This is an optimization exercise on Yosys and OpenROAD, whose aim is small area, a short achievable clock period and few clock cycles per item, not a production implementation.
At most, simulation tests tie the RTL to the original design; equivalence was not proved.
The flow treats the clock pin as an ideal source. Dropping or thinning the clock tree relies on that and would not hold on a real chip.
No activity file was given, so power comes from the tool's default toggle rates.

before:
==> flow/design.v <==
module main(output [95:0] out,output reg [95:0]fec,output reg [15:0]crc,output reg status,input data,clock,start);
    reg [4:0]  c;        
    reg [31:0] m;        
    reg [15:0] R;        
    wire cz = (c[3:0] == 4'd0);
    always @(posedge clock, posedge start) begin
        if (start) begin
            c      <= 5'd0;
            status <= 1'b0;
        end else begin
            c <= {c[3:0], c[4] ^ c[2] ^ cz};
            if (c[4] && cz) status <= 1'b1;
        end
    end
    wire ns = ~status;
    wire [31:0] m_d;
    genvar j;
    generate
        for (j = 0; j < 32; j = j + 1) begin : gm
            hold2 hm(m_d[j], status, ns, m[j], j == 31 ? data : m[(j + 1) % 32]);
        end
    endgenerate
    always @(posedge clock) m <= m_d;
    wire fb = R[15] ^ data;
    wire [15:0] Rn = {R[14]^fb, R[13:2], R[1]^fb, R[0], fb};
    wire [15:0] R_d;
    generate
        for (j = 0; j < 16; j = j + 1) begin : gr
            hold3 hr(R_d[j], status, ns, R[j], Rn[j], start);
        end
    endgenerate
    always @(posedge clock) R <= R_d;
    wire [47:0] u = {R[0],R[1],R[2],R[3],R[4],R[5],R[6],R[7],
                     R[8],R[9],R[10],R[11],R[12],R[13],R[14],R[15], m};
    wire [47:0] p, hi, lo;
    assign p[0] = u[0];
    assign hi[1:0] = u[1:0];
    assign lo[0] = u[0];
    assign lo[1] = p[1];
    genvar k;
    generate
        for (k = 1; k < 48; k = k + 1) begin : gp
            xor2 xp(p[k], u[k], u[k-1]);
        end
        for (k = 2; k < 48; k = k + 1) begin : gc
            xor2 xh(hi[k], u[k], p[k-2]);
            xor2 xl(lo[k], p[k], p[k-2]);
        end
    endgenerate
    integer i;
    always @* begin
        crc = R;
        for (i = 0; i < 48; i = i + 1) begin
            fec[95-2*i] = hi[i];
            fec[94-2*i] = lo[i];
        end
    end
    interleaver C(fec[23:0],fec[47:24],fec[71:48],fec[95:72],out);
endmodule
module xor2(output y, input a, b);
    assign y = a ^ b;
endmodule
module hold2(output y, input s, ns, q, d);
    assign y = (s & q) | (ns & d);
endmodule
module hold3(output y, input s, ns, q, d, st);
    assign y = (s & q) | (ns & d) | st;
endmodule
module interleaver(
input [23:0] byte0,
input [23:0] byte1,
input [23:0] byte2,
input [23:0] byte3,
output [95:0]OP
);
wire [23:0] out0,out1,out2,out3;
assign out0 ={byte3[5:0],byte2[5:0],byte1[5:0],byte0[5:0]};
assign out1 ={byte3[11:6],byte2[11:6],byte1[11:6],byte0[11:6]};
assign out2 ={byte3[17:12],byte2[17:12],byte1[17:12],byte0[17:12]};
assign out3 ={byte3[23:18],byte2[23:18],byte1[23:18],byte0[23:18]};
assign OP[95:0] ={out0[23:0],out1[23:0],out2[23:0],out3[23:0]};
endmodule
export LEC_CHECK = 0
export CAP_MARGIN = 20
export CORE_MARGIN = 2
export CORE_UTILIZATION = 65
export SLEW_MARGIN = 20
export SYNTH_HIERARCHICAL = 1
export SYNTH_MINIMUM_KEEP_SIZE = 0
create_clock -name core_clock -period 6.0 [get_ports {clock}]
standard.sh (not shown) runs the stock make flow with config.mk's settings and CLKGATE_MAP_FILE= SYNTH_SCRIPT=/design/flow/synth_recipe.tcl, a recipe that flattens the netlist after the stock synthesis.
==> flow/flow/run.sh <==
#!/bin/bash
# Standard ORFS layout (the standard.sh, unchanged synthesis) with:
#  - port buffers made from the smallest plain buffer instead of a delay cell;
#  - a flat one-level clock distribution (flow/clk.tcl) instead of an H-tree;
#  - two passes: the first pass's routed, extracted layout plans gate upsizing
#    (flow/plan.tcl, flow/size.tcl), and the second pass redoes CTS onwards with it.
set -euo pipefail
args=('BUFFER_PORTS_ARGS=-buffer_cell sky130_fd_sc_hd__buf_1' "PRE_CTS_TCL=$PWD/flow/clk.tcl")
R=orfs/results/sky130hd/main/base
L=orfs/logs/sky130hd/main/base
rm -f sizes.txt
bash standard.sh "${args[@]}" finish > pass1_flow.log 2>&1
openroad -no_init -exit flow/plan.tcl > plan.log 2>&1
mkdir -p pass1
cp -r "$L" pass1/logs
cp "$R/6_final.odb" pass1/
rm -f "$R"/4_* "$R"/5_* "$R"/6_* out/final.def
bash standard.sh "${args[@]}" finish > pass2_flow.log 2>&1
Other scripts of this flow, unchanged in this note and not shown: flow/flow/clk.tcl, flow/flow/plan.tcl, flow/flow/size.tcl
before: full flow OK, the timing, DRC and antenna checks passed
Testbench counts of before, summed over its fixed seeds: cycles 16,896, messages 512.
For after, these inputs were changed with respect to before:
--- a/flow/design.v
+++ b/flow/design.v
@@ -11,26 +11,16 @@
             c <= {c[3:0], c[4] ^ c[2] ^ cz};
             if (c[4] && cz) status <= 1'b1;
         end
     end
-    wire ns = ~status;
-    wire [31:0] m_d;
-    genvar j;
-    generate
-        for (j = 0; j < 32; j = j + 1) begin : gm
-            hold2 hm(m_d[j], status, ns, m[j], j == 31 ? data : m[(j + 1) % 32]);
-        end
-    endgenerate
-    always @(posedge clock) m <= m_d;
+    always @(posedge clock) begin
+        if (!status) m <= {data, m[31:1]};
+    end
     wire fb = R[15] ^ data;
-    wire [15:0] Rn = {R[14]^fb, R[13:2], R[1]^fb, R[0], fb};
-    wire [15:0] R_d;
-    generate
-        for (j = 0; j < 16; j = j + 1) begin : gr
-            hold3 hr(R_d[j], status, ns, R[j], Rn[j], start);
-        end
-    endgenerate
-    always @(posedge clock) R <= R_d;
+    always @(posedge clock) begin
+        if (start) R <= 16'hFFFF;
+        else if (!status) R <= {R[14]^fb, R[13:2], R[1]^fb, R[0], fb};
+    end
     wire [47:0] u = {R[0],R[1],R[2],R[3],R[4],R[5],R[6],R[7],
                      R[8],R[9],R[10],R[11],R[12],R[13],R[14],R[15], m};
     wire [47:0] p, hi, lo;
     assign p[0] = u[0];
@@ -59,14 +49,8 @@
 endmodule
 module xor2(output y, input a, b);
     assign y = a ^ b;
 endmodule
-module hold2(output y, input s, ns, q, d);
-    assign y = (s & q) | (ns & d);
-endmodule
-module hold3(output y, input s, ns, q, d, st);
-    assign y = (s & q) | (ns & d) | st;
-endmodule
 module interleaver(
 input [23:0] byte0,
 input [23:0] byte1,
 input [23:0] byte2,
[summary]
before and after all finish clean. When after is set beside before, its via count of the first global-routing pass turns out to be about 6% smaller. ~same area after synthesis in before and after. after vs. before: maximum frequency from static timing analysis now sits lower, final cell count now sits lower, die footprint now sits at about the same level, final area now sits at about the same level, transition time at the pin with the least slew margin now sits lower. Clock skew: higher on before. Between after and before, the layout overhead on the synthesized area does not differ in any meaningful way. Total length of routed wires was lower in the run labelled after. Taking before as the reference, in after worst hold slack went down, global-route total usage across every layer shows a reduction of 0.40 points. after vs before: multiplexer share of the synthesized area up in after.
Testbench counts of after, summed over its fixed seeds: cycles 16,896, messages 512.
In every run of this note, the design's own scripts or RTL, not TritonCTS, make the clock network.

Another version of the RTL of main (not shown whole).
Size in the first run: about 210 I/O pins, roughly 4900 µm² of cells after synthesis.
==> module main, before the edit <==
module main(output [95:0] out,output reg [95:0]fec,output reg [15:0]crc,output reg status,input data,clock,start);
    reg [4:0]  c;        
    reg        run;      
    reg [2:0]  h;        
    reg [31:0] H, L;     
    reg [31:0] T;        
    reg [15:0] R;        
    wire cz = (c[3:0] == 4'd0);
    wire last = c[4] & cz;
    always @(posedge clock, posedge start) begin
        if (start) begin
            c      <= 5'd0;
            status <= 1'b0;
            h      <= 3'd0;
        end else begin
            c <= {c[3:0], c[4] ^ c[2] ^ cz};
            if (last) status <= 1'b1;
            h <= {h[1:0], data};
        end
    end
    always @(posedge clock, posedge start) begin
        if (start) run <= 1'b1;
        else if (last) run <= 1'b0;
    end
    wire hs = ~run;
    wire fb = R[15] ^ data;
    wire [15:0] Rn = {R[14]^fb, R[13:2], R[1]^fb, R[0], fb};
    wire [15:0] R_d;
    genvar j;
    generate
        for (j = 0; j < 16; j = j + 1) begin : gr
            hold3 hr(R_d[j], hs, run, R[j], Rn[j], start);
        end
    endgenerate
    always @(posedge clock) R <= R_d;
    wire [18:0] v = {Rn[0],Rn[1],Rn[2],Rn[3],Rn[4],Rn[5],Rn[6],Rn[7],
                     Rn[8],Rn[9],Rn[10],Rn[11],Rn[12],Rn[13],Rn[14],Rn[15], data, h[0], h[1]};
    reg [31:0] Tn;
    integer k;
    always @* begin
        for (k = 32; k < 48; k = k + 1) begin
            Tn[2*(47-k)+1] = v[k-29] ^ v[k-31] ^ v[k-32];
            Tn[2*(47-k)]   = v[k-29] ^ v[k-30] ^ v[k-31] ^ v[k-32];
        end
    end
    wire hi_in = data ^ h[1] ^ h[2];
    wire lo_in = hi_in ^ h[0];
    wire [31:0] H_d, L_d, T_d;
    generate
        for (j = 0; j < 32; j = j + 1) begin : gc
            hold2 hh(H_d[j], hs, run, H[j], j == 31 ? hi_in : H[(j + 1) % 32]);
            hold2 hl(L_d[j], hs, run, L[j], j == 31 ? lo_in : L[(j + 1) % 32]);
            hold2 ht(T_d[j], hs, run, T[j], Tn[j]);
        end
    endgenerate
    always @(posedge clock) begin
        H <= H_d;
        L <= L_d;
        T <= T_d;
    end
    integer i;
    always @* begin
        crc = R;
        for (i = 0; i < 32; i = i + 1) begin
            fec[95-2*i] = H[i];
            fec[94-2*i] = L[i];
        end
        fec[31:0] = T;
    end
    interleaver C(fec[23:0],fec[47:24],fec[71:48],fec[95:72],out);
endmodule
==> flow/config.mk <==
export PLATFORM = sky130hd
export DESIGN_NAME = main
export DESIGN_NICKNAME = main
export VERILOG_FILES = /design/flow/design.v
export SDC_FILE = /design/flow/constraint.sdc
export NUM_CORES = 4
export LEC_CHECK = 0
export CAP_MARGIN = 20
export CORE_MARGIN = 2
export CORE_UTILIZATION = 65
export SLEW_MARGIN = 20
export SYNTH_HIERARCHICAL = 1
export SYNTH_MINIMUM_KEEP_SIZE = 0
==> flow/constraint.sdc <==
create_clock -name core_clock -period 6.0 [get_ports {clock}]
set_input_delay 1.2000 -clock core_clock [delete_from_list [all_inputs] [get_ports {clock}]]
set_output_delay 1.2000 -clock core_clock [all_outputs]
set_load 0.01 [all_outputs]
Scripts as last shown in full above: flow/flow/run.sh
Other scripts of this flow, unchanged in this note and not shown: flow/flow/clk.tcl, flow/flow/plan.tcl, flow/flow/size.tcl
Change:
--- a/flow/design.v
+++ b/flow/design.v
@@ -24,26 +24,44 @@
     end
     wire hs = ~run;
-    wire fb = R[15] ^ data;
+    wire fb;
     wire [15:0] Rn = {R[14]^fb, R[13:2], R[1]^fb, R[0], fb};
+    xor2 xfb(fb, R[15], data);
+    wire r15n, r2n;
+    xor2 x15(r15n, R[14] ^ R[15], data);
+    xor2 x2(r2n, R[1] ^ R[15], data);
+    wire [15:0] Rd = {r15n, R[13:2], r2n, R[0], fb};
     wire [15:0] R_d;
     genvar j;
     generate
         for (j = 0; j < 16; j = j + 1) begin : gr
-            hold3 hr(R_d[j], hs, run, R[j], Rn[j], start);
+            hold3 hr(R_d[j], hs, run, R[j], Rd[j], start);
         end
     endgenerate
     always @(posedge clock) R <= R_d;
-    wire [18:0] v = {Rn[0],Rn[1],Rn[2],Rn[3],Rn[4],Rn[5],Rn[6],Rn[7],
-                     Rn[8],Rn[9],Rn[10],Rn[11],Rn[12],Rn[13],Rn[14],Rn[15], data, h[0], h[1]};
-    reg [31:0] Tn;
+    wire [15:0] Rn0 = {R[14]^R[15], R[13:2], R[1]^R[15], R[0], R[15]};
+    wire [18:0] v0 = {Rn0[0],Rn0[1],Rn0[2],Rn0[3],Rn0[4],Rn0[5],Rn0[6],Rn0[7],
+                      Rn0[8],Rn0[9],Rn0[10],Rn0[11],Rn0[12],Rn0[13],Rn0[14],Rn0[15], 1'b0, h[0], h[1]};
+    reg [31:0] T0;
     integer k;
     always @* begin
         for (k = 32; k < 48; k = k + 1) begin
-            Tn[2*(47-k)+1] = v[k-29] ^ v[k-31] ^ v[k-32];
-            Tn[2*(47-k)]   = v[k-29] ^ v[k-30] ^ v[k-31] ^ v[k-32];
+            T0[2*(47-k)+1] = v0[k-29] ^ v0[k-31] ^ v0[k-32];
+            T0[2*(47-k)]   = v0[k-29] ^ v0[k-30] ^ v0[k-31] ^ v0[k-32];
         end
     end
-    wire hi_in = data ^ h[1] ^ h[2];
-    wire lo_in = hi_in ^ h[0];
+    localparam [31:0] TD = 32'ha3000034;
+    wire [31:0] Tn;
+    generate
+        for (j = 0; j < 32; j = j + 1) begin : gt
+            if (TD[j]) begin : gx
+                xor2 xt(Tn[j], T0[j], data);
+            end else begin : gn
+                assign Tn[j] = T0[j];
+            end
+        end
+    endgenerate
+    wire hi_in, lo_in;
+    xor2 xhi(hi_in, h[1] ^ h[2], data);
+    xor2 xlo(lo_in, h[0] ^ h[1] ^ h[2], data);
     wire [31:0] H_d, L_d, T_d;
     generate
@@ -70,4 +88,7 @@
     interleaver C(fec[23:0],fec[47:24],fec[71:48],fec[95:72],out);
 endmodule
+module xor2(output y, input a, b);
+    assign y = a ^ b;
+endmodule
 module hold2(output y, input s, ns, q, d);
     assign y = (s & q) | (ns & d);
=> Worst hold slack is about the same. Flip-flop and latch count stays the same. Worst setup slack gains 240 ps. Cell count came out higher by 0.48%. Sequential power barely changes. Synthesized area came out higher by 1.0%.
No run of this note included a check of the RTL's function; only the layout flow was run. In every run of this note, the design's own scripts or RTL, not TritonCTS, make the clock network.

-- afterwards: timing with drivers on the ports --
Ports are ideal in the flow. The routed layouts listed here were re-timed in OpenROAD. Step 1, drivers: a clkbuf_16 drives clock and a buf_2 each remaining input, both assumed. Step 2 adds t to the input delays and takes it off the output delays; t is the mean of the earliest and latest rising clock arrival at the registers after step 1. Input paths then give back, and output paths get back, about the clock's delay inside the block. Slacks: ideal ports / drivers / drivers and shift; pairs: ideal ports / drivers.
run	shift t [ns]	setup WS [ns]	worst setup path at the end	worst data-port slew with drivers (ns)	cell pins on the clock port's net
before	0.205	3.398 / 3.351 / 3.556	register to output	0.03	2
after	0.205	3.327 / 3.279 / 3.484	register to output	0.03	2
the first run of note 2	0.239	3.782 / 3.781 / 3.542	input to register	0.07	4
the second run of note 2	0.237	4.023 / 3.951 / 3.952	input to register	0.03	4
After both steps setup and hold are still met in every run listed. For the first run of note 2, which loses most, drivers alone change the setup slack by -0.001 ns; drivers and shift together by -0.240 ns.
